Source: an optimization exercise on an open RTL-to-GDS flow (aim: a short achievable clock period and few clock cycles). Production flows keep margins and buffers that such runs may drop. In this exercise RTL edits were held to simulation tests only and were not proved equivalent to the original. No activity file was given, so power comes from the tool's default toggle rates.

==> flow/design.v (excerpt) <==
module ALU #(
    parameter DATA_W = 32
)
(
    input                       i_clk,    
    input                       i_rst_n,  
    input                       i_valid,  
    input [DATA_W - 1 : 0]      i_A,      
    input [DATA_W - 1 : 0]      i_B,      
    input [         2 : 0]      i_inst,   
    output [2*DATA_W - 1 : 0]   o_data,   
    output                      o_done    
);
Size: ~14000 cells after synthesis, roughly 140 I/O pins, about 87000 um^2 of cells after synthesis.
export LEC_CHECK = 0
export CAP_MARGIN = 20
export CORE_MARGIN = 2
export CORE_UTILIZATION = 35
export SLEW_MARGIN = 20
create_clock -name core_clock -period 10.0 [get_ports {i_clk}]
standard.sh (not shown) runs the stock make flow with config.mk's settings and CLKGATE_MAP_FILE= SYNTH_SCRIPT=/design/flow/synth_recipe.tcl, a recipe that flattens the netlist after the stock synthesis.
==> flow/flow/run.sh <==
#!/bin/bash
# The standard layout (standard.sh) with these changes:
#  - synthesis maps with a delay-oriented ABC script (flow/abc_fast.script) instead of
#    ORFS's abc_speed script; everything else in synth_recipe.tcl is kept as is
#  - full adders are left to ABC (no extract_fa / adder cell map); registers are unchanged
#  - port buffers are buf_4 cells rather than the default delay-cell choice
set -uo pipefail
W=$PWD
M=${MARGIN:-6}
{
  echo 'proc synth {args} { yosys synth -nofsm -noshare {*}$args }'
  echo "proc abc {args} { set i [lsearch \$args -script]; if {\$i >= 0} { lset args [expr {\$i+1}] $W/flow/abc_fast.script }; yosys abc {*}\$args }"
  tail -n +2 synth_recipe.tcl
} > my_synth.tcl
sed "s#SYNTH_SCRIPT=[^ ]*#SYNTH_SCRIPT=$W/my_synth.tcl#" standard.sh > my_standard.sh
K="SETUP_SLACK_MARGIN=$M TNS_END_PERCENT=10"
BP="BUFFER_PORTS_ARGS=-buffer_cell sky130_fd_sc_hd__buf_4"
bash my_standard.sh ADDER_MAP_FILE= synth > log_synth.txt 2>&1 || exit 1
bash my_standard.sh $K "$BP" floorplan > log_floorplan.txt 2>&1 || exit 1
bash my_standard.sh $K "$BP" place > log_place.txt 2>&1 || exit 1
bash my_standard.sh $K "$BP" cts > log_cts.txt 2>&1 || exit 1
bash my_standard.sh $K "$BP" route > log_route.txt 2>&1 || exit 1
bash my_standard.sh $K "$BP" finish > log_finish.txt 2>&1 || exit 1
test -f out/final.def
==> flow/flow/abc_fast.script <==
strash
&get -n
&st
&if -g -K 6
&st
&if -g -K 6
&st
&put
dch -f
map -D 1000
topo
stime -c
buffer -c
upsize -c
dnsize -c
Testbench counts at the start, summed over its fixed seeds: cycles 7,423.
==> next run, changes <==
--- a/flow/design.v
+++ b/flow/design.v
@@ -16,21 +16,19 @@
 reg         mul_pend;
 reg         div_act;
 reg  [3:0]  div_cnt;
 reg  [64:0] dw;          
 reg  [31:0] div_b1;
 reg  [33:0] div_b3;
 reg  [34:0] div_b5, div_b7;
 reg         sat_q;       
 reg         sat_neg;     
-reg         div_q;
-assign o_data = div_q ? {dw[64:33], dw[31:0]}
-                      : {dout[63:32], sat_q ? {sat_neg, {31{~sat_neg}}} : dout[31:0]};
+assign o_data = {dout[63:32], sat_q ? {sat_neg, {31{~sat_neg}}} : dout[31:0]};
 assign o_done = done;
 wire bo0, bt0, bn0;
 assign bo0 = i_B[0] ^ 1'b0;
 assign bt0 = (i_B[1] & ~i_B[0] & ~1'b0) | (~i_B[1] & i_B[0] & 1'b0);
 assign bn0 = i_B[1] & ~(i_B[0] & 1'b0);
 wire pp0_0 = ((bo0 & i_A[0]) | (bt0 & 1'b0)) ^ bn0;
 wire pp0_1 = ((bo0 & i_A[1]) | (bt0 & i_A[0])) ^ bn0;
 wire pp0_2 = ((bo0 & i_A[2]) | (bt0 & i_A[1])) ^ bn0;
 wire pp0_3 = ((bo0 & i_A[3]) | (bt0 & i_A[2])) ^ bn0;
@@ -3135,30 +3133,32 @@
 wire slt_r = (i_A[31] != i_B[31]) ? i_A[31] : ~sub_c31;
 wire [31:0] sll_r = (|i_B[31:5]) ? 32'd0 : (i_A << i_B[4:0]);
 wire [10:0] lt;
 genvar gc;
 generate for (gc = 0; gc < 11; gc = gc + 1) begin : g_lt
     assign lt[gc] = (i_A >> (3 * gc)) < i_B;
 end endgenerate
 wire b_zero = ~|i_B;
 wire div_triv = b_zero | lt[0];
-wire [11:1] lt_ext = {1'b1, lt[10:1]};
-wire [11:1] sel = lt_ext & ~{lt_ext[10:1], 1'b0};
 reg [64:0] div_init;     
 reg [3:0]  div_c;        
-integer ci;
 always @(*) begin
-    div_init = 65'd0;
-    div_c    = 4'd0;
-    for (ci = 1; ci <= 11; ci = ci + 1) begin
-        div_init = div_init | ({65{sel[ci]}} & ({33'd0, i_A} << (33 - 3 * ci)));
-        div_c    = div_c | ({4{sel[ci]}} & ci[3:0]);
-    end
+    if      (lt[1])  begin div_init = {33'd0, i_A} << 30; div_c = 4'd1;  end
+    else if (lt[2])  begin div_init = {33'd0, i_A} << 27; div_c = 4'd2;  end
+    else if (lt[3])  begin div_init = {33'd0, i_A} << 24; div_c = 4'd3;  end
+    else if (lt[4])  begin div_init = {33'd0, i_A} << 21; div_c = 4'd4;  end
+    else if (lt[5])  begin div_init = {33'd0, i_A} << 18; div_c = 4'd5;  end
+    else if (lt[6])  begin div_init = {33'd0, i_A} << 15; div_c = 4'd6;  end
+    else if (lt[7])  begin div_init = {33'd0, i_A} << 12; div_c = 4'd7;  end
+    else if (lt[8])  begin div_init = {33'd0, i_A} << 9;  div_c = 4'd8;  end
+    else if (lt[9])  begin div_init = {33'd0, i_A} << 6;  div_c = 4'd9;  end
+    else if (lt[10]) begin div_init = {33'd0, i_A} << 3;  div_c = 4'd10; end
+    else             begin div_init = {33'd0, i_A};       div_c = 4'd11; end
 end
 reg [63:0] valid_res;
 always @(*) begin
     case (i_inst)
         3'd0: valid_res = {32'd0, add_s};
         3'd1: valid_res = {32'd0, sub_s};
         3'd2: valid_res = {32'd0, i_A & i_B};
         3'd3: valid_res = {32'd0, i_A | i_B};
         3'd4: valid_res = {63'd0, slt_r};
@@ -3174,23 +3174,23 @@
 wire [64:0] dw_next = {dr, dw[29:0], dq};
 wire [34:0] bx = {3'b0, i_B};
 wire [33:0] m3 = bx[33:0] + {bx[32:0], 1'b0};
 wire [34:0] m5 = bx + {bx[32:0], 2'b0};
 wire [34:0] m7 = {bx[31:0], 3'b0} - bx;
 wire div_start = i_valid & (i_inst == 3'd7) & ~div_triv;
 always @(posedge i_clk) begin
     sat_q   <= i_valid & ((i_inst == 3'd0 & add_ovf) | (i_inst == 3'd1 & sub_ovf));
     sat_neg <= i_A[31];
-    div_q   <= div_act & (div_cnt == 4'd1);
 end
 always @(posedge i_clk) begin
-    if (i_valid) dout <= valid_res;
-    else         dout <= prod;
+    if (i_valid)       dout <= valid_res;
+    else if (mul_pend) dout <= prod;
+    else               dout <= {dw_next[64:33], dw_next[31:0]};
 end
 always @(posedge i_clk) begin
     dw <= i_valid ? div_init : dw_next;
 end
 always @(posedge i_clk) begin
     if (i_valid) begin
         div_b1  <= i_B;
         div_b3  <= m3;
         div_b5  <= m5;
What happened: Total power shrinks by 1.8%; maximum frequency grows by about 7%; sequential power shrinks by about 0.9%; routed wire length grows by 4.0%; setup slack improved by 290 ps; count of clock-buffer cells in the layout shrinks by 2; cell area grows by 1.8%; utilization grows by 0.60 points; non-clock buffer count grows by 136.
Testbench counts after the change, summed over its fixed seeds: cycles 7,423.

==> what the ideal ports hide <==
No port has a modelled driver above. Below, the same layouts with a new extraction and two added sets of constraints.
Step 1 assumes that a clkbuf_16 drives the clock port and a buf_2 every other input.
Step 2 moves the port delays by t, midway between the first and last clock arrival at a register: inputs arrive t later, outputs are due t later. That takes back most of the time a late clock gives input paths.
a / b / c = no drivers / after step 1 / after step 2; a / b = the first two.
run	t, ns	setup slack, ns	worst setup path after step 2	worst data-port slew with drivers (ns)
the first run	0.881	5.366 / 5.267 / 4.425	input to register	0.40
the second run	0.860	5.656 / 5.517 / 4.657	input to register	0.36
After both steps every run listed still meets setup and hold. For the second run, which loses most, drivers alone change the setup slack by -0.139 ns; drivers and shift together by -0.999 ns.
